This design comes from an exercise in tuning for small area on the open sky130 flow, not from production work. Function was checked by simulation only, so behaviour that the tests miss may differ from the original. No activity file was given, so power comes from the tool's default toggle rates.

### flow/run.sh
#!/bin/bash
# synth_recipe.tcl (not shown) runs the flow's synth.tcl, then flattens the netlist and writes it again
# the make line also repeats each setting of config.mk as NAME=value (left out here)
make -C /OpenROAD-flow-scripts/flow DESIGN_CONFIG=/design/flow/config.mk WORK_HOME=/design/flow/orfs CLKGATE_MAP_FILE= SYNTH_SCRIPT=/design/flow/synth_recipe.tcl finish
### flow/config.mk
export PLATFORM = sky130hd
export DESIGN_NAME = organ_tone
export DESIGN_NICKNAME = organ_tone
export VERILOG_FILES = /design/flow/design.v
export SDC_FILE = /design/flow/constraint.sdc
export NUM_CORES = 4
export LEC_CHECK = 0
export CAP_MARGIN = 20
export CORE_MARGIN = 2
export CORE_UTILIZATION = 40
export SLEW_MARGIN = 20
### flow/constraint.sdc
create_clock -name core_clock -period 100.0 [get_ports {clk}]
set_input_delay 20.0000 -clock core_clock [delete_from_list [all_inputs] [get_ports {clk}]]
set_output_delay 20.0000 -clock core_clock [all_outputs]
set_load 0.01 [all_outputs]
### flow/design.v
`default_nettype none
module organ_tone (
    input  logic        clk,
    input  logic        rst,
    input  logic [3:0]  SW,
    output logic        tone,
    output logic [15:0] lcd_freq
);
logic [16:0] d;       
logic        w;       
logic        r;       
logic [16:0] h, e;    
always_comb
    case (SW[3:1])
    3'd0: begin h = 17'd47800; e = 17'd95601; lcd_freq = 16'h0523; end
    3'd1: begin h = 17'd42588; e = 17'd85177; lcd_freq = 16'h0587; end
    3'd2: begin h = 17'd37935; e = 17'd75871; lcd_freq = 16'h0659; end
    3'd3: begin h = 17'd35815; e = 17'd71632; lcd_freq = 16'h0698; end
    3'd4: begin h = 17'd31927; e = 17'd63855; lcd_freq = 16'h0783; end
    3'd5: begin h = 17'd28408; e = 17'd56817; lcd_freq = 16'h0880; end
    3'd6: begin h = 17'd25328; e = 17'd50657; lcd_freq = 16'h0987; end
    default: begin h = 17'd23899; e = 17'd47800; lcd_freq = 16'h1046; end
    endcase
always_ff @(posedge clk)
    if (rst) begin
        d <= 17'd1;
        w <= 1'b0;
        r <= 1'b0;
    end else begin
        d <= r ? 17'd1 : d + 17'd1;
        if (d == h)
            w <= 1'b1;
        else if (d >= e) begin
            w <= 1'b0;
            r <= 1'b1;
        end else
            r <= 1'b0;
    end
assign tone = SW[0] & w;
endmodule
==> results of run 1 <==
-- sequential cells by signal (all words and copies together) (netlist names) --
signal / flops
d: 17
r: 1
w: 1
-- worst paths after layout --
path	endpoint	cells after the start
worst max-delay path	lcd_freq[1]	6
worst min-delay path	d[15]	2
worst max register to register	w	7
worst min register to register	d[15]	2
-- report_power, final --
part | total (mW) | internal [mW] | switching [mW] | leakage [nW]
Combinational | 0.00451 | 0.00203 | 0.00249 | 0.630
Sequential | 0.00812 | 0.00773 | 0.000392 | 0.154
Clock | 0.00527 | 0.00283 | 0.00244 | 0.0228
Total | 0.0179 | 0.0126 | 0.00532 | 0.807
-- cell type report --
class / instances / area (sq um) / share of cell area [%]
multi-input cells: 195 / 1290 / 63.9
flip-flops and latches: 19 / 380 / 18.8
repair buffers: 20 / 198 / 9.77
well taps: 52 / 65.1 / 3.22
clock buffers: 4 / 45.0 / 2.23
inverters: 11 / 41.3 / 2.04
-- worst reg2reg max path, delay by kind of cell, from the launching register on --
family / cells / cell delay [ns]
adder cells (fa/ha/maj): 1 / 0.32
AO/OA/AOI/OAI: 6 / 1.32
flip-flops: 1 / 0.58
-- cell usage after synthesis, types with 2 or more instances --
library cell and number:
a21oi_1 16, nand2_1 25, buf_2 7, and2_1 3, nor4b_1 3, nand2b_1 3, buf_4 8, nor2b_1 3
ha_1 18, xnor2_1 9, o21ai_0 11, clkbuf_1 6, or3_1 2, or3b_1 2, and3_1 2, a211oi_1 5
nor4_1 2, or2_2 4, nand4_1 7, nor2_1 28, xor2_1 13, o31ai_1 2, a31oi_1 3, dfxtp_1 19
nor3_1 5, a211o_1 2, nand3_1 3, inv_1 11, a21o_1 2
-- metal layers --
| metal | part of all wire [%] | vias up | global-route usage, % |
|---|---|---|---|
| li1 | - | 866 | - |
| met1 | 48 | 752 | 25.3 |
| met2 | 47 | 34 | 28.5 |
| met3 | 3.7 | 4 | 1.69 |
| met4 | 0.80 | 0 | 4.40 |
| met5 | 0 | - | 0 |
-- through the flow --
step	cells	area, sq um	total power, mW	utilization [%]	hold slack [ns]
floorplan	247	1840	0.0116	-	0.475
global placement	297	1980	0.0128	45.1	0.508
detailed placement	297	1980	0.0128	45.1	0.507
CTS	301	2020	0.0182	46.1	0.519
global route	301	2020	0.0190	46.1	0.554
finish	301	2020	0.0179	46.1	0.517
-- cell families after synthesis --
logic type                 count (synthesis)  synth area share (%)
and+or+nand+nor                          102                  29.7
AOI/OAI and AO/OA                         49                  17.0
buffers and inverters                     33                  8.95
xor gates and xnor gates                  22                  10.5
DFF                                       19                  20.8
adders and majority gates                 18                  12.3
other                                      1                 0.205
muxes                                      1                 0.547
==> metrics.csv, run 1 <==
stage,metric,value,unit
clock_network,path_clk_slew,0.07,ns
critical_path,end_kind,output port,
synthesis,synthFlopType,dfxtp_1,
clock_network,numCtsBuffers,3,
sta,slew_headroom,32.4,%
sta,rsz0062_at_grt,no,
critical_path,cp_slowest_cell,clkdlybuf4s50_1,
placed_design,gp_congestion,0.795,
critical_path,startpoint_type,input pin,
sta,period_needed,42.37,ns
route,vias,1656,
synthesis,synth_area,1830,sq um
route,wl_per_cell,14.0,microns
synthesis,ys_seq_area_share,20.8,%
synthesis,yosysTopAreaCellShare,20.8,%
clock_network,cts_tree,built,
critical_path,crit_start,SW[2],
cells_and_area,fin_nets,274,
clock_network,clk_path_buf_depth,2,
route,wirelength,4.23,mm
sta,finalWorstSetupSlack,57.63,ns
route,drc,0,
placed_design,hpwl,3.23,mm
synthesis,yosysTopAreaCell,dfxtp_1,
critical_path,critPathKind,in -> out,
floorplan,die_area,5130,sq um
sta,slew_viol_final,0,
clock_network,cts_hold_buf,0,
cells_and_area,layout-drive-gt1-share,5.62,%
grt,grt_overflow,0,
cells_and_area,syn_to_final_growth,10.5,%
synthesis,synth_cells,245,
floorplan,io_pins,23,
route,viasPerCell,5.50,
hold_path,hp-start,d[15],
grt,grt_pass1_wl,7.20,mm
floorplan,core-area,4380,sq um
grt,grt_use_total,17.7,%
critical_path,cp.arrival,22.37,ns
route,ant_nets,0,
floorplan,die_w,71.7,microns
critical_path,crit_path_max_incr_delay,1.12,ns
job,maxCapViolCount,0,
synthesis,ys_warn_count,1,
floorplan,die_y,71.7,microns
sta,finalSetupTns,0,ns
cells_and_area,num-fill-cells,451,
critical_path,path_buf_inv,3,
route,drtIter0Drc,155,
clock_network,clock_sinks,19,
floorplan,placementRows,24,
floorplan,start_util,41.8,%
sta,hold_violations,0,
synthesis,synth_edf_count,0,
synthesis,yosys-top-cells-area,"dfxtp_1, ha_1, xor2_1, nor2_1, nand2_1",
critical_path,timing.critical_path.mode_cell,clkdlybuf4s50_1,
clock_network,root_buffer,clkbuf_8,
grt,antenna_found_initial,0,
synthesis,ys_seq_elements,19,
synthesis,ys_types,50,
critical_path,critPathTopFamily,buffers and inverters,
hold_path,hold_class,reg -> reg,
placed_design,io_buffers,19,
outcome,run_status,timing/DRC/antenna clean,
sta,fmax,23.6,MHz
critical_path,cp_cell_sequence,clkdlybuf4s50_1 > nand2b_1 > inv_1 > a21oi_1 > or2_2 > clkdlybuf4s50_1,
sta,clock_skew,0.00103,ns
cells_and_area,diodes,0,
sta,finalCritPeriodShare,42.4,%
clock_network,clock_latency,0.25,ns
critical_path,rrSetupSlack,97.71,ns
critical_path,timing.rr.start,d[2],
synthesis,synth_area_per_cell,7.47,sq um
power_and_ir_drop,leakagePower,0.807,nW
cells_and_area,layout_commonest_cell,nor2_1,
route,drt_first_pass_iters,4,
clock_network,htree_levels,1,
sta,setup_viol,0,
grt,grt_pass1_vias,1460,
critical_path,worstPathRequired,80.00,ns
cells_and_area,final_cell_mix,"nor2_1, nand2_1, dfxtp_1, clkdlybuf4s50_1, ha_1",
critical_path,worst-path-max-fanout,27,
power_and_ir_drop,pwr_density_cell,8.85,nW/um^2
placed_design,place_ws,57.63,ns
sta,worst_pin_slew,1.01,ns
power_and_ir_drop,peakVddDrop,0.00523,mV
grt,grt_max_degree,29,
synthesis,async_flop_share,0,%
clock_network,cts_resized,0,
clock_network,cts_setup_buffers,0,
==> run 2: changes to the inputs <==
==> flow/flow/run.sh (new file) <==
#!/bin/bash
# Layout flow: the standard synthesis, then the combinational logic between
# the registers is re-mapped for area (registers, their names and cells kept),
# then the standard layout with minimum-size port buffers.
set -euo pipefail
W=$(pwd)
R=$W/orfs/results/$FLOW_PLATFORM/organ_tone/base
YOSYS=$FLOW_HOME/../tools/install/yosys/bin/yosys
LIB=$FLOW_HOME/platforms/$FLOW_PLATFORM/lib/sky130_fd_sc_hd__tt_025C_1v80.lib

bash standard.sh synth > $W/synth.log 2>&1
cp $R/1_2_yosys.v $W/std_synth.v
sed -e "s|@LIB@|$LIB|g" -e "s|@IN@|$W/std_synth.v|g" -e "s|@OUT@|$R/1_2_yosys.v|g" \
    $W/flow/resynth.ys > $W/resynth.ys
$YOSYS -s $W/resynth.ys > $W/resynth.log 2>&1
rm -f $R/1_synth.odb $R/1_synth.sdc
export BUFFER_PORTS_ARGS="-buffer_cell sky130_fd_sc_hd__buf_1"
bash standard.sh finish > $W/finish.log 2>&1
==> flow/flow/resynth.ys (new file) <==
# Re-map the standard synthesis's logic for area. The flip-flop cells are kept
# as they are (same instances, names and cell types); everything else is
# flattened to gates and mapped again by ABC.
read_liberty -ignore_miss_func @LIB@
read_verilog @IN@
hierarchy -top organ_tone
setattr -mod -set keep_hierarchy 1 sky130_fd_sc_hd__dfxtp_1
flatten
opt_clean -purge
abc -liberty @LIB@ -dont_use *probe* -dont_use *lpflow* -script "+strash;&get -n;&deepsyn -T 60 -S 1;&put;dch -f;&get -n;&nf -R 1000;&put"
opt_clean -purge
hilomap -singleton -hicell sky130_fd_sc_hd__conb_1 HI -locell sky130_fd_sc_hd__conb_1 LO
hierarchy -top organ_tone
blackbox sky130_fd_sc_hd__dfxtp_1
stat -liberty @LIB@
write_verilog -noattr @OUT@
==> flow/standard.sh (new file) <==
#!/bin/bash
# synth_recipe.tcl (not shown) runs the flow's synth.tcl, then flattens the netlist and writes it again
# the make line also repeats each setting of config.mk as NAME=value (left out here)
make -C /OpenROAD-flow-scripts/flow DESIGN_CONFIG=/design/flow/config.mk WORK_HOME=/design/flow/orfs CLKGATE_MAP_FILE= SYNTH_SCRIPT=/design/flow/synth_recipe.tcl "${@:-finish}"
removed: flow/run.sh
==> run 2 against run 1 <==
Net effect:
- still clean
- final area down 33%
- total power decreased by 20%
- setup slack better by 0.77 ns
- flip-flop and latch count is the same
- count of clock-buffer cells in the layout decreased by 1
- clock power decreased by 23%
- combinational power is about 50% lower
- global-route usage is 3.5 points higher
- critical endpoint is now lcd_freq[7]
- largest power group unchanged
==> metrics.csv, run 2 <==
stage,metric,value,unit,change
outcome,run_status,timing/DRC/antenna clean,,unchanged
grt,grt_pass1_wl,5.65,mm,was 7.20 mm
floorplan,io_pins,23,,unchanged
cells_and_area,final_cell_mix,"nand2_1, a21oi_1, dfxtp_1, buf_1, o21ai_0",,"was nor2_1, nand2_1, dfxtp_1, clkdlybuf4s50_1, ha_1"
critical_path,path_buf_inv,2,,was 3
critical_path,cp.arrival,21.60,ns,was 22.37 ns
grt,use_met3,3.30,%,was 1.69%
route,wl_per_cell,14.4,microns,was 14.0 microns
synthesis,synth_cells,172,,was 245
sta,hold_slack,0.473,ns,was 0.517 ns
grt,grtUsageMet1,30.7,%,was 25.3%
sta,finalSetupTns,0,ns,unchanged
clock_network,clock_latency,0.31,ns,was 0.25 ns
power_and_ir_drop,leakagePower,0.484,nW,was 0.807 nW
grt,antenna_found_initial,0,,unchanged
synthesis,synth_area,1210,sq um,was 1830 sq um
placed_design,gp_congestion,0.954,,was 0.795
floorplan,die_y,58.9,microns,was 71.7 microns
floorplan,placementRows,19,,was 24
sta,slew_viol_final,0,,unchanged
critical_path,timing.critical_path.mode_cell,buf_1,,was clkdlybuf4s50_1
clock_network,cts_resized,0,,unchanged
critical_path,cp_slowest_cell,buf_1,,was clkdlybuf4s50_1
sta,finalWorstSetupSlack,58.40,ns,was 57.63 ns
grt,grt_use_total,21.1,%,was 17.7%
sta,worst_pin_slew,0.783,ns,was 1.01 ns
route,drtIter0Drc,95,,was 155
clock_network,cts_tree,built,,unchanged
cells_and_area,largest_reg_flops,17,,unchanged
sta,hold_violations,0,,unchanged
sta,slew_headroom,47.8,%,was 32.4%
job,maxCapViolCount,0,,unchanged
critical_path,worstPathRequired,80.00,ns,about the same
sta,fmax,24.0,MHz,was 23.6 MHz
critical_path,cp_cell_sequence,buf_1 > nand2b_1 > nand3_1 > o21ai_0 > nand2_1 > buf_1,,was clkdlybuf4s50_1 > nand2b_1 > inv_1 > a21oi_1 > or2_2 > clkdlybuf4s50_1
synthesis,synth_area_per_cell,7.02,sq um,was 7.47 sq um
clock_network,clk_path_buf_depth,2,,unchanged
clock_network,cts_hold_buf,0,,unchanged
sta,setup_viol,0,,unchanged
cells_and_area,layout_commonest_cell,nand2_1,,was nor2_1
power_and_ir_drop,peakVddDrop,0.00785,mV,was 0.00523 mV
clock_network,numCtsBuffers,3,,unchanged
placed_design,hpwl,2.53,mm,was 3.23 mm
power_and_ir_drop,pwr_density_cell,10.5,nW/um^2,was 8.85 nW/um^2
critical_path,rrSetupSlack,96.92,ns,was 97.71 ns
cells_and_area,diodes,0,,unchanged
route,vias,1400,,was 1656
critical_path,end_kind,output port,,unchanged
route,drt_first_pass_iters,15,,was 4
grt,met2_usage,31.0,%,was 28.5%
clock_network,htree_levels,1,,unchanged
grt,grt_overflow,0,,unchanged
power_and_ir_drop,power,14.3,uW,was 17.9 uW
clock_network,root_buffer,clkbuf_4,,was clkbuf_8
placed_design,io_buffers,19,,unchanged
critical_path,worst-path-max-fanout,20,,was 27
sta,period_needed,41.60,ns,was 42.37 ns
clock_network,cts_setup_buffers,0,,unchanged
synthesis,ys_warn_count,1,,unchanged
route,ant_nets,0,,unchanged
route,viasPerCell,6.14,,was 5.50
placed_design,dp.cells,224,,was 297
cells_and_area,fin_area,1350,sq um,was 2020 sq um
clock_network,clock_sinks,19,,unchanged
placed_design,place_ws,58.45,ns,was 57.63 ns
critical_path,startpoint_type,input pin,,unchanged
floorplan,die_w,58.9,microns,was 71.7 microns
hold_path,hold_class,reg -> reg,,unchanged
cells_and_area,fin_nets,204,,was 274
critical_path,critPathTopFamily,buffers and inverters,,unchanged
floorplan,die_area,3470,sq um,was 5130 sq um
critical_path,worstRegToRegCells,11,,was 7
floorplan,core-area,2810,sq um,was 4380 sq um
cells_and_area,num-fill-cells,311,,was 451
critical_path,critPathKind,in -> out,,unchanged
critical_path,cp.depth,6,,unchanged
cells_and_area,regMostFlops,d,,unchanged
sta,clock_skew,0.0132,ns,was 0.00103 ns
cells_and_area,syn_to_final_growth,12.0,%,was 10.5%
hold_path,min_path_cells,2,,unchanged
sta,finalCritPeriodShare,41.6,%,was 42.4%
placed_design,place_area,1330,sq um,was 1980 sq um
sta,rsz0062_at_grt,no,,unchanged
grt,grt_most_used_layer,met2,,unchanged
route,wirelength,3.29,mm,was 4.23 mm
clock_network,path_clk_slew,0.12,ns,was 0.07 ns
cells_and_area,reg_top3,"d x17, r x1, w x1",,unchanged
critical_path,crit_path_max_incr_delay,0.55,ns,was 1.12 ns
floorplan,start_util,43.0,%,was 41.8%
route,drc,0,,unchanged
cells_and_area,final_util,48.2,%,was 46.1%
grt,grt_max_degree,21,,was 29
grt,grt_pass1_vias,1217,,was 1460
cells_and_area,layout-drive-gt1-share,2.03,%,was 5.62%
cells_and_area,final_cells,228,,was 301
==> run 2: layout make-up <==
class,count,area (sq um),area share (%)
multi-input combinational,142,786,58.1
timing repair buffer,19,71.3,5.27
inverter,13,48.8,3.61
tap,31,38.8,2.87
clock inverter,1,5.00,0.370
sequential,19,380,28.1
clock buffer,3,22.5,1.67
==> run 2: where the power goes <==
group          total [mW]  internal [mW]  switching (mW)
logic             0.00227       0.000715         0.00155
registers         0.00794        0.00769        0.000247
clock network     0.00404        0.00149         0.00255
==> run 2: final timing paths <==
check	to	from
max	lcd_freq[7]	SW[1]
max reg2reg	d[16]	d[1]
min	w	w
min reg2reg	w	w
==> run 2: worst register-to-register path, cell delays in order (launching register included) <==
cell and delay, ns:
dfxtp_1 0.48, and3_1 0.24, and2_0 0.33, and3_1 0.29, and3_1 0.24, and2_0 0.27, and3_1 0.27, and3_1 0.21
and2_0 0.25, and3_1 0.23, xnor2_1 0.12, nor2_1 0.06
==> run 2: layer usage <==
metal | wire (microns) | vias up | share of wire (%)
li1 | - | 683 | -
met1 | 1530 | 642 | 47
met2 | 1460 | 65 | 44
met3 | 221 | 10 | 6.7
met4 | 82 | 0 | 2.5
met5 | 0 | - | 0
==> run 3: changes to the inputs <==
==> flow/design.v (replaced) <==
`default_nettype none
module organ_tone (
    input  logic        clk,
    input  logic        rst,
    input  logic [3:0]  SW,
    output logic        tone,
    output logic [15:0] lcd_freq
);
logic [16:0] d;       
logic        w;       
logic        r;       
logic [16:0] h;       
logic        ge;      
always_comb
    case (SW[3:1])
    3'd0: begin h = 17'd47800; lcd_freq = 16'h0523; end
    3'd1: begin h = 17'd42588; lcd_freq = 16'h0587; end
    3'd2: begin h = 17'd37935; lcd_freq = 16'h0659; end
    3'd3: begin h = 17'd35815; lcd_freq = 16'h0698; end
    3'd4: begin h = 17'd31927; lcd_freq = 16'h0783; end
    3'd5: begin h = 17'd28408; lcd_freq = 16'h0880; end
    3'd6: begin h = 17'd25328; lcd_freq = 16'h0987; end
    default: begin h = 17'd23899; lcd_freq = 16'h1046; end
    endcase
assign ge = {d[16:1], d[0] & ~(SW[2] & SW[1])} >= {h[15:0], 1'b1};
always_ff @(posedge clk)
    if (rst) begin
        d <= 17'd1;
        w <= 1'b0;
        r <= 1'b0;
    end else begin
        d <= r ? 17'd1 : d + 17'd1;
        if (d == h)
            w <= 1'b1;
        else if (ge) begin
            w <= 1'b0;
            r <= 1'b1;
        end else
            r <= 1'b0;
    end
assign tone = SW[0] & w;
endmodule
--- a/flow/config.mk
+++ b/flow/config.mk
@@ -10,2 +10,5 @@
 export CORE_UTILIZATION = 40
+export CTS_BUF_LIST = sky130_fd_sc_hd__clkbuf_8
+export CTS_CLUSTER_DIAMETER = 100
+export CTS_CLUSTER_SIZE = 30
 export SLEW_MARGIN = 20
==> run 3 against run 2 <==
Net effect:
- still clean on timing, DRC and antenna
- combinational power rose by 9.3%
- final area rose by 0.92%
- sequential share of layout area fell by 0.26 points
- via count fell by 2.6%
- die area fell by 0.39%
- synthesized cell count did not move
- setup slack improved by 0.19 ns
- core utilization rose by 0.45 points
- largest power group unchanged
==> metrics.csv, run 3 <==
stage,metric,value,unit,change
critical_path,cp.arrival,21.42,ns,was 21.60 ns
clock_network,cts_hold_buf,0,,unchanged
floorplan,die_y,58.8,microns,was 58.9 microns
power_and_ir_drop,pwr_density_cell,11.5,nW/um^2,was 10.5 nW/um^2
power_and_ir_drop,power,15.7,uW,was 14.3 uW
route,wl_per_cell,14.3,microns,was 14.4 microns
power_and_ir_drop,leakagePower,0.513,nW,was 0.484 nW
clock_network,root_buffer,clkbuf_8,,was clkbuf_4
route,viasPerCell,5.98,,was 6.14
grt,grt_overflow,0,,unchanged
clock_network,cts_resized,0,,unchanged
cells_and_area,reg_top3,"d x17, r x1, w x1",,unchanged
placed_design,hpwl,2.49,mm,was 2.53 mm
floorplan,start_util,42.9,%,was 43.0%
critical_path,end_kind,output port,,unchanged
clock_network,cts_tree,built,,unchanged
sta,hold_slack,0.460,ns,was 0.473 ns
route,drc,0,,unchanged
sta,finalWorstSetupSlack,58.58,ns,was 58.40 ns
power_and_ir_drop,peakVddDrop,0.00732,mV,was 0.00785 mV
sta,period_needed,41.42,ns,was 41.60 ns
cells_and_area,final_util,48.7,%,was 48.2%
cells_and_area,layout-drive-gt1-share,1.52,%,was 2.03%
synthesis,synth_cells,172,,unchanged
clock_network,clk_path_buf_depth,2,,unchanged
placed_design,place_area,1320,sq um,was 1330 sq um
critical_path,startpoint_type,input pin,,unchanged
hold_path,hold_class,reg -> reg,,unchanged
synthesis,ys_warn_count,1,,unchanged
clock_network,htree_levels,1,,unchanged
cells_and_area,final_cell_mix,"a21oi_1, nor2_1, o21ai_0, dfxtp_1, buf_1",,"was nand2_1, a21oi_1, dfxtp_1, buf_1, o21ai_0"
placed_design,gp_congestion,0.923,,was 0.954
sta,slew_headroom,49.5,%,was 47.8%
floorplan,die_area,3460,sq um,was 3470 sq um
sta,finalCritPeriodShare,41.4,%,was 41.6%
route,drtIter0Drc,85,,was 95
route,wirelength,3.26,mm,was 3.29 mm
cells_and_area,largest_reg_flops,17,,unchanged
synthesis,synth_area,1200,sq um,was 1210 sq um
cells_and_area,fin_area,1370,sq um,was 1350 sq um
cells_and_area,syn_to_final_growth,13.5,%,was 12.0%
placed_design,dp.cells,224,,unchanged
grt,antenna_found_initial,0,,unchanged
clock_network,path_clk_slew,0.07,ns,was 0.12 ns
critical_path,cp_slowest_cell,clkinv_1,,was buf_1
clock_network,clock_sinks,19,,unchanged
outcome,run_status,timing/DRC/antenna clean,,unchanged
placed_design,place_ws,58.62,ns,was 58.45 ns
sta,setup_viol,0,,unchanged
route,vias,1364,,was 1400
cells_and_area,num-fill-cells,300,,was 311
grt,grt_pass1_wl,5.62,mm,was 5.65 mm
clock_network,numCtsBuffers,3,,unchanged
sta,finalSetupTns,0,ns,unchanged
grt,grt_max_degree,14,,was 21
job,maxCapViolCount,0,,unchanged
placed_design,io_buffers,19,,unchanged
grt,grt_pass1_vias,1235,,was 1217
route,ant_nets,0,,unchanged
floorplan,placementRows,19,,unchanged
cells_and_area,regMostFlops,d,,unchanged
cells_and_area,layout_commonest_cell,a21oi_1,,was nand2_1
critical_path,critPathKind,in -> out,,unchanged
critical_path,worstPathRequired,80.00,ns,about the same
cells_and_area,fin_nets,204,,unchanged
sta,fmax,24.1,MHz,was 24.0 MHz
sta,clock_skew,0.000802,ns,was 0.0132 ns
floorplan,die_w,58.8,microns,was 58.9 microns
critical_path,crit_path_max_incr_delay,0.35,ns,was 0.55 ns
sta,slew_viol_final,0,,unchanged
floorplan,io_pins,23,,unchanged
critical_path,worst-path-max-fanout,12,,was 20
cells_and_area,final_cells,228,,unchanged
sta,hold_violations,0,,unchanged
route,drt_first_pass_iters,16,,was 15
clock_network,clock_latency,0.26,ns,was 0.31 ns
cells_and_area,diodes,0,,unchanged
clock_network,cts_setup_buffers,0,,unchanged
sta,worst_pin_slew,0.758,ns,was 0.783 ns
synthesis,synth_area_per_cell,6.99,sq um,was 7.02 sq um
grt,grt_use_total,20.8,%,was 21.1%
critical_path,cp_cell_sequence,buf_1 > clkinv_1 > nand2_1 > nand2_1 > and2_0 > buf_1,,was buf_1 > nand2b_1 > nand3_1 > o21ai_0 > nand2_1 > buf_1
sta,rsz0062_at_grt,no,,unchanged
floorplan,core-area,2810,sq um,unchanged
[run 3: critical path, delay by kind of cell]
kind	cells	cell delay [ns]
and+or+nand+nor	3	0.60
buffers and inverters	3	0.81
[run 3: per-layer routing]
metal	track usage (%)	wire, microns	up-vias
met1	29.9	1560	616
met3	3.08	209	2
li1	-	-	691
met2	31.3	1470	55
met5	0	0	-
met4	8.12	22	0
[run 3: layout make-up]
cell class              count  area (sq um)  area share, %
clock buffers               3          41.3           3.02
clock inverters             1          3.75          0.275
inverters                   8          30.0           2.20
multi-input cells         147           800           58.6
flip-flops and latches     19           380           27.9
well taps                  31          38.8           2.84
repair buffers             19          71.3           5.22
[run 3: worst paths after layout]
check / end / depth (start not counted) / slack, ns / start
max: lcd_freq[2] / 6 / 58.58 / SW[3]
max reg2reg: d[16] / 11 / 97.08 / d[0]
min reg2reg: w / 2 / 0.46 / w
min: w / 2 / 0.46 / w
[run 3: report_power, final]
| part | leakage (nW) | internal, mW | total, mW | switching [mW] |
|---|---|---|---|---|
| sequential | 0.154 | 0.00769 | 0.00795 | 0.000259 |
| clock | 0.0269 | 0.00273 | 0.00527 | 0.00253 |
| combinational | 0.332 | 0.000820 | 0.00248 | 0.00166 |
==> run 4: changes to the inputs <==
==> flow/config.mk (replaced) <==
export PLATFORM = sky130hd
export DESIGN_NAME = organ_tone
export DESIGN_NICKNAME = organ_tone
export VERILOG_FILES = /design/flow/design.v
export SDC_FILE = /design/flow/constraint.sdc
export NUM_CORES = 4
export LEC_CHECK = 0
export CAP_MARGIN = 20
export CORE_AREA = 4 4 76 76
export DIE_AREA = 0 0 80 80
export SLEW_MARGIN = 20
==> run 4 against run 3 <==
Net effect:
- still clean on timing, DRC and antenna
- critical path depth did not move
- non-clock buffer count stayed put
- total power decreased by 0.51%
- global-route usage is 10 points lower
- clock power shrank 2%
- first-iteration DRC count increased by 88%
- flip-flop and latch count is the same
- worst hold slack hardly changed
==> metrics.csv, run 4 <==
stage,metric,value,unit,change
clock_network,numCtsBuffers,3,,unchanged
hold_path,hold_class,reg -> reg,,unchanged
hold_path,hp-start,w,,unchanged
sta,clock_skew,0.000734,ns,was 0.000802 ns
placed_design,place_area,1370,sq um,was 1320 sq um
cells_and_area,final_util,28.9,%,was 48.7%
critical_path,worstPathRequired,80.00,ns,about the same
floorplan,placementRows,25,,was 19
clock_network,htree_levels,1,,unchanged
clock_network,cts_resized,0,,unchanged
sta,slew_headroom,49.5,%,about the same
sta,rsz0062_at_grt,no,,unchanged
power_and_ir_drop,p_seq_share,50.9,%,was 50.6%
sta,finalSetupTns,0,ns,unchanged
clock_network,cts_setup_buffers,0,,unchanged
cells_and_area,fin_nets,204,,unchanged
floorplan,die_w,80,microns,was 58.8 microns
sta,hold_slack,0.460,ns,about the same
power_and_ir_drop,leakagePower,0.509,nW,was 0.513 nW
placed_design,hpwl,2.52,mm,was 2.49 mm
placed_design,gp_congestion,0.880,,was 0.923
clock_network,cts_tree,built,,unchanged
clock_network,clock_sinks,19,,unchanged
hold_path,min_path_cells,2,,unchanged
route,drc,0,,unchanged
synthesis,synth_area,1200,sq um,unchanged
placed_design,place_ws,58.55,ns,was 58.62 ns
sta,period_needed,41.44,ns,was 41.42 ns
sta,hold_violations,0,,unchanged
cells_and_area,diodes,0,,unchanged
cells_and_area,layout_commonest_cell,a21oi_1,,unchanged
sta,worst_pin_slew,0.757,ns,was 0.758 ns
sta,fmax,24.1,MHz,about the same
floorplan,die_area,6400,sq um,was 3460 sq um
floorplan,start_util,24.6,%,was 42.9%
synthesis,ys_warn_count,1,,unchanged
route,ant_nets,0,,unchanged
power_and_ir_drop,p_sw,4.28,uW,was 4.45 uW
critical_path,timing.rr.start,d[0],,unchanged
cells_and_area,fin_area,1410,sq um,was 1370 sq um
synthesis,synth_area_per_cell,6.99,sq um,unchanged
cells_and_area,syn_to_final_growth,17.3,%,was 13.5%
outcome,run_status,timing/DRC/antenna clean,,unchanged
sta,setup_viol,0,,unchanged
grt,grt_pass1_vias,1189,,was 1235
route,viasPerCell,4.97,,was 5.98
cells_and_area,largest_reg_flops,17,,unchanged
power_and_ir_drop,pwr_density_cell,11.1,nW/um^2,was 11.5 nW/um^2
critical_path,rr_endpoint,d[16],,unchanged
floorplan,io_pins,23,,unchanged
power_and_ir_drop,combPwrFrac,15.9,%,was 15.8%
floorplan,core-area,4880,sq um,was 2810 sq um
critical_path,cp.arrival,21.44,ns,was 21.42 ns
grt,grt_max_degree,14,,unchanged
route,drtIter0Drc,160,,was 85
power_and_ir_drop,peakVddDrop,0.00357,mV,was 0.00732 mV
power_and_ir_drop,p_clk_share,33.2,%,was 33.5%
job,maxCapViolCount,0,,unchanged
power_and_ir_drop,switching_share,27.4,%,was 28.4%
route,vias,1313,,was 1364
sta,finalCritPeriodShare,41.4,%,about the same
sta,slew_viol_final,0,,unchanged
route,wirelength,3.28,mm,was 3.26 mm
placed_design,io_buffers,19,,unchanged
synthesis,synth_cells,172,,unchanged
critical_path,startpoint_type,input pin,,unchanged
clock_network,root_buffer,clkbuf_8,,unchanged
critical_path,end_kind,output port,,unchanged
clock_network,clk_path_buf_depth,2,,unchanged
critical_path,worst-path-max-fanout,12,,unchanged
critical_path,critPathKind,in -> out,,unchanged
clock_network,cts_hold_buf,0,,unchanged
hold_path,worstHoldEndpoint,w,,unchanged
cells_and_area,final_cell_mix,"a21oi_1, nor2_1, o21ai_0, dfxtp_1, buf_1",,unchanged
route,wl_per_cell,12.4,microns,was 14.3 microns
grt,grt_overflow,0,,unchanged
grt,grt_pass1_wl,5.55,mm,was 5.62 mm
cells_and_area,layout-drive-gt1-share,1.52,%,unchanged
cells_and_area,regMostFlops,d,,unchanged
floorplan,die_y,80,microns,was 58.8 microns
sta,finalWorstSetupSlack,58.56,ns,was 58.58 ns
route,drt_first_pass_iters,4,,was 16
power_and_ir_drop,internal_power,11.3,uW,was 11.2 uW
critical_path,rrSetupSlack,97.04,ns,was 97.08 ns
grt,grt_use_total,10.6,%,was 20.8%
critical_path,worstRegToRegCells,11,,unchanged
clock_network,path_clk_slew,0.07,ns,about the same
clock_network,clock_latency,0.25,ns,was 0.26 ns
grt,antenna_found_initial,0,,unchanged
cells_and_area,reg_top3,"d x17, r x1, w x1",,unchanged
==> run 4: stage by stage <==
step	instances	power (mW)
final	264	0.0156
after global placement	260	0.0106
after detailed placement	260	0.0106
after global routing	264	0.0164
after CTS	264	0.0158
after floorplan	174	0.00972
==> run 4: cell type report <==
class	count	area (sq um)
Timing Repair Buffer	19	71.3
Clock buffer	4	45.0
Sequential cell	19	380
Multi-Input combinational cell	147	800
Fill cell	547	3470
Tap cell	67	83.8
Inverter	8	30.0
==> run 4: worst max-delay path, stage by stage <==
cell,delay (ns)
buf_1,0.35
clkinv_1,0.36
nand2_1,0.23
nand2_1,0.17
and2_0,0.20
buf_1,0.12
==> run 4: worst max path at each step <==
stage                from          end  slack, ns  cells after the start
floorplan           SW[3]  lcd_freq[7]      59.27                      4
global placement    SW[3]  lcd_freq[2]      58.62                      6
detailed placement  SW[3]  lcd_freq[2]      58.55                      6
CTS                 SW[3]  lcd_freq[2]      58.56                      6
global route        SW[3]  lcd_freq[2]      58.35                      6
finish              SW[3]  lcd_freq[2]      58.56                      6
==> run 4: power by group through the flow <==
stage / clock network [mW] / logic (mW) / registers, mW
after floorplan: 0 / 0.00168 / 0.00804
after global placement: 0 / 0.00247 / 0.00811
after detailed placement: 0 / 0.00248 / 0.00810
after CTS: 0.00542 / 0.00249 / 0.00792
after global routing: 0.00563 / 0.00284 / 0.00795
final: 0.00518 / 0.00249 / 0.00795
==> run 4: metal layers <==
layer / GRT usage, % / wire length (microns) / up-vias
met1: 14.6 / 1660 / 591
met4: 2.36 / 0 / 0
met3: 2.03 / 170 / 0
met2: 17.0 / 1450 / 34
met5: 0 / 0 / -
li1: - / - / 688
==> run 5: changes to the inputs <==
==> flow/flow/run.sh (replaced) <==
#!/bin/bash
# Layout flow: the standard synthesis; then the logic between the
# flip-flops is re-mapped for area (flow/resynth.py: the flip-flops keep their
# instance names, cells and Q nets, and the new netlist is proven equivalent to
# the standard one); then the standard layout, with minimum-size port
# buffers. Each tool's output goes to a log file in this folder.
set -euo pipefail
W=$(pwd)
R=$W/orfs/results/$FLOW_PLATFORM/organ_tone/base
YOSYS=$FLOW_HOME/../tools/install/yosys/bin/yosys
LIB=$FLOW_HOME/platforms/$FLOW_PLATFORM/lib/sky130_fd_sc_hd__tt_025C_1v80.lib

bash standard.sh synth > $W/synth.log 2>&1
cp $R/1_2_yosys.v $W/std_synth.v
mkdir -p $W/resynth
(cd $W/resynth && python3 $W/flow/resynth.py $W/std_synth.v $W/design.v $W/resynth.v \
    $LIB $YOSYS $FLOW_TOP) > $W/resynth.log 2>&1
cp $W/resynth.v $R/1_2_yosys.v
rm -f $R/1_synth.odb $R/1_synth.sdc
export BUFFER_PORTS_ARGS="-buffer_cell sky130_fd_sc_hd__buf_1"
bash standard.sh finish > $W/finish.log 2>&1
==> flow/flow/resynth.py (new file) <==
#!/usr/bin/env python3
"""Re-map the combinational logic of bench's standard synthesis for area.

The standard synthesis's flip-flops are kept: same instance names, same cell
types, same Q nets. Only the logic between them and the ports is replaced.
Candidates:
  rtl<N>: the RTL synthesized by Yosys without ORFS's adder mapping, mapped
          by ABC for area (seed N), its flip-flops renamed to the standard ones
          by their Q nets;
Each candidate must be proven equivalent to the standard netlist (flip-flops
paired by name) by Yosys's equiv passes; the smallest proven one is written.
If none is proven, the standard netlist is kept as it is.

usage: resynth.py STD_NETLIST RTL OUT_NETLIST LIBERTY YOSYS TOP
"""
import os
import re
import subprocess
import sys

std, rtl, out, lib, yosys, top = sys.argv[1:7]
DONT = "-dont_use *probe* -dont_use *lpflow*"
FF = "sky130_fd_sc_hd__dfxtp_1"


def abc_script(seed, secs):
    return ("+strash;&get -n;&deepsyn -T %d -S %d;&put;dch -f;"
            "&get -n;&nf -R 1000;&put" % (secs, seed))


def run_yosys(name, script):
    with open(name + ".ys", "w") as f:
        f.write(script)
    with open(name + ".log", "w") as log:
        rc = subprocess.call([yosys, "-s", name + ".ys"], stdout=log, stderr=subprocess.STDOUT)
    return rc == 0


def area(name):
    txt = open(name + ".log").read()
    m = re.findall(r"Chip area for module '\\%s': ([\d.]+)" % top, txt)
    return float(m[-1]) if m else None


TAIL = """opt_clean -purge
hilomap -singleton -hicell sky130_fd_sc_hd__conb_1 HI -locell sky130_fd_sc_hd__conb_1 LO
splitnets
opt_clean -purge
hierarchy -top {top}
tee -o {name}.stat stat -liberty {lib}
write_verilog -noattr -noexpr {name}.v
"""


def cand_rtl(seed, secs):
    name = "rtl%d" % seed
    ok = run_yosys(name, f"""read_verilog -sv {rtl}
hierarchy -top {top}
synth -flatten -top {top} -nofsm -noshare
dfflegalize -cell $_DFF_P_ 01
opt_clean -purge
abc -liberty {lib} {DONT} -script "{abc_script(seed, secs)}"
dfflibmap -liberty {lib} {DONT}
""" + TAIL.format(top=top, name=name, lib=lib))
    return name if ok else None


def cand_net(seed, secs):
    name = "net%d" % seed
    ok = run_yosys(name, f"""read_liberty -ignore_miss_func {lib}
read_verilog {std}
hierarchy -top {top}
setattr -mod -set keep_hierarchy 1 {FF}
flatten
opt_clean -purge
abc -liberty {lib} {DONT} -script "{abc_script(seed, secs)}"
hierarchy -top {top}
blackbox {FF}
""" + TAIL.format(top=top, name=name, lib=lib))
    return name if ok else None


INST = re.compile(r"^\s*(\S+)\s+(\\\S+|[A-Za-z_][\w$]*)\s*\(", re.M)


def flops(path):
    """instance name -> (cell, Q net) for each flip-flop in a netlist."""
    txt = open(path).read()
    res = {}
    for m in re.finditer(r"(sky130_fd_sc_hd__df\w+)\s+(\\\S+|[\w$]+)\s*\((.*?)\);", txt, re.S):
        q = re.search(r"\.Q\(\s*(\\\S+|[\w$\[\]]+)\s*\)", m.group(3))
        res[m.group(2)] = (m.group(1), q.group(1).strip() if q else None)
    return res


def rename_flops(name):
    """Give the candidate's flip-flops the standard netlist's instance names."""
    sf = flops(std)
    cf = flops(name + ".v")
    by_q = {q: (inst, cell) for inst, (cell, q) in sf.items()}
    if len(sf) != len(cf) or len(by_q) != len(sf):
        return False
    txt = open(name + ".v").read()
    for inst, (cell, q) in cf.items():
        if q not in by_q or by_q[q][1] != cell:
            return False
        new = by_q[q][0]
        txt = re.sub(r"(%s\s+)%s(\s*\()" % (re.escape(cell), re.escape(inst)),
                     lambda m: m.group(1) + new + " " + m.group(2), txt, count=1)
    open(name + ".v", "w").write(txt)
    cf = flops(name + ".v")
    return sorted(cf) == sorted(sf)


def proven(name):
    """Equivalence of the candidate and the standard netlist, flip-flops paired by name."""
    return run_yosys(name + "_eq", f"""read_liberty -ignore_miss_func {lib}
read_verilog {std}
rename {top} gold
read_verilog {name}.v
rename {top} gate
flatten
rename -hide w:_* w:*.*
opt_clean -purge
async2sync
equiv_make gold gate equiv
hierarchy -top equiv
equiv_simple -seq 2
equiv_induct -seq 2
equiv_status -assert
""")


if len(sys.argv) > 7:
    for n in sys.argv[7:]:
        print(n, area(n), proven(n))
    sys.exit(0)
cands = []
for s in (1, 2):
    n = cand_rtl(s, 60)
    if n and rename_flops(n):
        cands.append(n)
best = None
for n in cands:
    a = area(n)
    ok = a is not None and proven(n)
    print("candidate %s: area %s, %s" % (n, a, "proven" if ok else "NOT proven"))
    if ok and (best is None or a < best[1]):
        best = (n, a)
if best:
    print("using %s (area %.3f)" % best)
    with open(best[0] + ".v") as f, open(out, "w") as g:
        g.write(f.read())
else:
    print("no candidate proven; keeping the standard netlist")
    with open(std) as f, open(out, "w") as g:
        g.write(f.read())
removed: flow/flow/resynth.ys
==> run 5 against run 4 <==
Net effect:
- first-iteration DRC count is 21% lower
- highest routed layer is now met4
- largest power group unchanged
- clock skew is 0.0011 ns higher
- total power is 1.9% higher
==> metrics.csv, run 5 <==
stage,metric,value,unit,change
synthesis,synth_cells,158,,was 172
grt,grt_use_total,9.76,%,was 10.6%
clock_network,clk_path_buf_depth,2,,unchanged
critical_path,startpoint_type,input pin,,unchanged
critical_path,cp.arrival,21.35,ns,was 21.44 ns
route,ant_nets,0,,unchanged
sta,finalWorstSetupSlack,58.65,ns,was 58.56 ns
route,wl_per_cell,11.8,microns,was 12.4 microns
power_and_ir_drop,combPwrFrac,17.8,%,was 15.9%
clock_network,cts_resized,0,,unchanged
cells_and_area,layout-drive-gt1-share,1.64,%,was 1.52%
critical_path,crit_path_max_incr_delay,0.62,ns,was 0.36 ns
cells_and_area,largest_reg_flops,17,,unchanged
route,drc,0,,unchanged
power_and_ir_drop,internal_power,11.4,uW,was 11.3 uW
power_and_ir_drop,p_clk_share,33.1,%,was 33.2%
cells_and_area,final_cell_mix,"nor2_1, dfxtp_1, buf_1",,"was a21oi_1, nor2_1, o21ai_0, dfxtp_1, buf_1"
critical_path,cp_slowest_cell,nor2b_1,,was clkinv_1
route,wl_met2,1.26,mm,was 1.45 mm
clock_network,cts_hold_buf,0,,unchanged
sta,slew_viol_final,0,,unchanged
route,drt-met1-wl,1.45,mm,was 1.66 mm
sta,fmax,24.2,MHz,was 24.1 MHz
route,wl_met3,220,microns,was 170 microns
floorplan,die_area,6400,sq um,unchanged
sta,worst_pin_slew,0.808,ns,was 0.757 ns
route,wirelength,2.95,mm,was 3.28 mm
sta,finalCritPeriodShare,41.4,%,about the same
power_and_ir_drop,peakVddDrop,0.00344,mV,was 0.00357 mV
sta,setup_viol,0,,unchanged
hold_path,hold_class,reg -> reg,,unchanged
route,viasPerCell,4.83,,was 4.97
sta,finalSetupTns,0,ns,unchanged
placed_design,dp.cells,246,,was 260
cells_and_area,fin_nets,190,,was 204
floorplan,start_util,23.3,%,was 24.6%
clock_network,cts_setup_buffers,0,,unchanged
route,drt_first_pass_iters,4,,unchanged
cells_and_area,fin_area,1340,sq um,was 1410 sq um
power_and_ir_drop,leakagePower,0.462,nW,was 0.509 nW
critical_path,cp_cell_sequence,buf_1 > nor2b_1 > nor2_1 > nor2_1 > buf_1,,was buf_1 > clkinv_1 > nand2_1 > nand2_1 > and2_0 > buf_1
route,drtIter0Drc,127,,was 160
synthesis,ys_warn_count,1,,unchanged
sta,clock_skew,0.00181,ns,was 0.000734 ns
critical_path,critPathKind,in -> out,,unchanged
sta,period_needed,41.35,ns,was 41.44 ns
grt,grt_overflow,0,,unchanged
synthesis,synth_area,1140,sq um,was 1200 sq um
power_and_ir_drop,switching_share,28.5,%,was 27.4%
placed_design,hpwl,2.32,mm,was 2.52 mm
route,vias,1207,,was 1313
power_and_ir_drop,pwr_density_cell,11.8,nW/um^2,was 11.1 nW/um^2
sta,hold_slack,0.406,ns,was 0.460 ns
clock_network,path_clk_slew,0.07,ns,about the same
clock_network,htree_levels,1,,unchanged
floorplan,die_y,80,microns,unchanged
clock_network,clock_latency,0.25,ns,about the same
clock_network,clock_sinks,19,,unchanged
placed_design,place_area,1300,sq um,was 1370 sq um
clock_network,cts_tree,built,,unchanged
placed_design,io_buffers,19,,unchanged
clock_network,root_buffer,clkbuf_8,,unchanged
sta,hold_violations,0,,unchanged
cells_and_area,final_cells,250,,was 264
floorplan,io_pins,23,,unchanged
critical_path,worstRegToRegCells,12,,was 11
cells_and_area,reg_top3,"d x17, r x1, w x1",,unchanged
placed_design,place_ws,58.67,ns,was 58.55 ns
hold_path,min_path_cells,1,,was 2
cells_and_area,diodes,0,,unchanged
floorplan,core-area,4880,sq um,unchanged
route,dr.max_layer_used,met4,,was met3
critical_path,worst-path-max-fanout,11,,was 12
outcome,run_status,timing/DRC/antenna clean,,unchanged
floorplan,placementRows,25,,unchanged
critical_path,worstPathRequired,80.00,ns,about the same
cells_and_area,final_util,27.5,%,was 28.9%
power_and_ir_drop,p_sw,4.53,uW,was 4.28 uW
sta,rsz0062_at_grt,no,,unchanged
power_and_ir_drop,p_seq_share,49.2,%,was 50.9%
grt,grt_pass1_wl,5.05,mm,was 5.55 mm
job,maxCapViolCount,0,,unchanged
synthesis,synth_area_per_cell,7.19,sq um,was 6.99 sq um
cells_and_area,syn_to_final_growth,18.3,%,was 17.3%
cells_and_area,layout_commonest_cell,nor2_1,,was a21oi_1
floorplan,die_w,80,microns,unchanged
clock_network,numCtsBuffers,3,,unchanged
sta,slew_headroom,46.1,%,was 49.5%
grt,antenna_found_initial,0,,unchanged
grt,grt_max_degree,15,,was 14
placed_design,gp_congestion,0.854,,was 0.880
grt,grt_pass1_vias,1086,,was 1189
power_and_ir_drop,power,15.9,uW,was 15.6 uW
critical_path,end_kind,output port,,unchanged
cells_and_area,regMostFlops,d,,unchanged
run 5: worst paths after layout:
path / start / end / slack (ns)
setup / recovery: SW[2] / lcd_freq[6] / 58.65
hold / removal: d[0] / d[0] / 0.41
setup reg to reg: d[2] / d[16] / 97.03
hold reg to reg: d[0] / d[0] / 0.41
run 5: cell type report:
type,count,area (sq um)
Sequential cell,19,380
Inverter,3,11.3
Multi-Input combinational cell,138,752
Clock buffer,4,45.0
Timing Repair Buffer,19,71.3
Tap cell,67,83.8
Fill cell,562,3540
run 5: metal layers:
layer,up-vias,GRT usage [%]
met2,39,15.1
met5,-,0
met1,531,13.4
li1,633,-
met3,4,2.48
met4,0,2.53
run 5: critical path: cells and delay by family:
family | cells | cell delay (ns)
simple gates | 3 | 0.95
buf+inv | 2 | 0.40
run 5: power groups by stage:
stage	sequential [mW]	combinational [mW]	clock, mW
after detailed placement	0.00799	0.00283	0
final	0.00782	0.00282	0.00526
after CTS	0.00782	0.00284	0.00548
after floorplan	0.00796	0.00195	0
after global placement	0.00799	0.00281	0
after global routing	0.00784	0.00323	0.00576

==> port drivers added, routing unchanged <==
Ports are ideal in the flow. The routed layouts listed here were re-timed in OpenROAD. Step 1 assumes that a clkbuf_16 drives the clock port and a buf_2 every other input. Step 2 also shifts input and output timing later by t, the mid clock arrival at the registers, as if the neighbouring blocks saw the same clock. Three values: ideal, step 1, step 2; two values: the first two.
run	t, ns	setup WS [ns]	worst setup path at the end	slew at the worst register clock pin (ns)
run 1	0.275	57.630 / 57.601 / 57.601	input to output	0.07 / 0.07
run 2	0.321	58.398 / 58.371 / 58.371	input to output	0.12 / 0.12
run 3	0.277	58.585 / 58.560 / 58.560	input to output	0.07 / 0.07
run 4	0.270	58.557 / 58.531 / 58.531	input to output	0.07 / 0.07
run 5	0.277	58.649 / 58.618 / 58.618	input to output	0.07 / 0.07
After both steps every run listed still meets setup and hold. The setup slack of run 5, which loses most, moves by -0.031 ns with the drivers and by -0.031 ns with both steps.
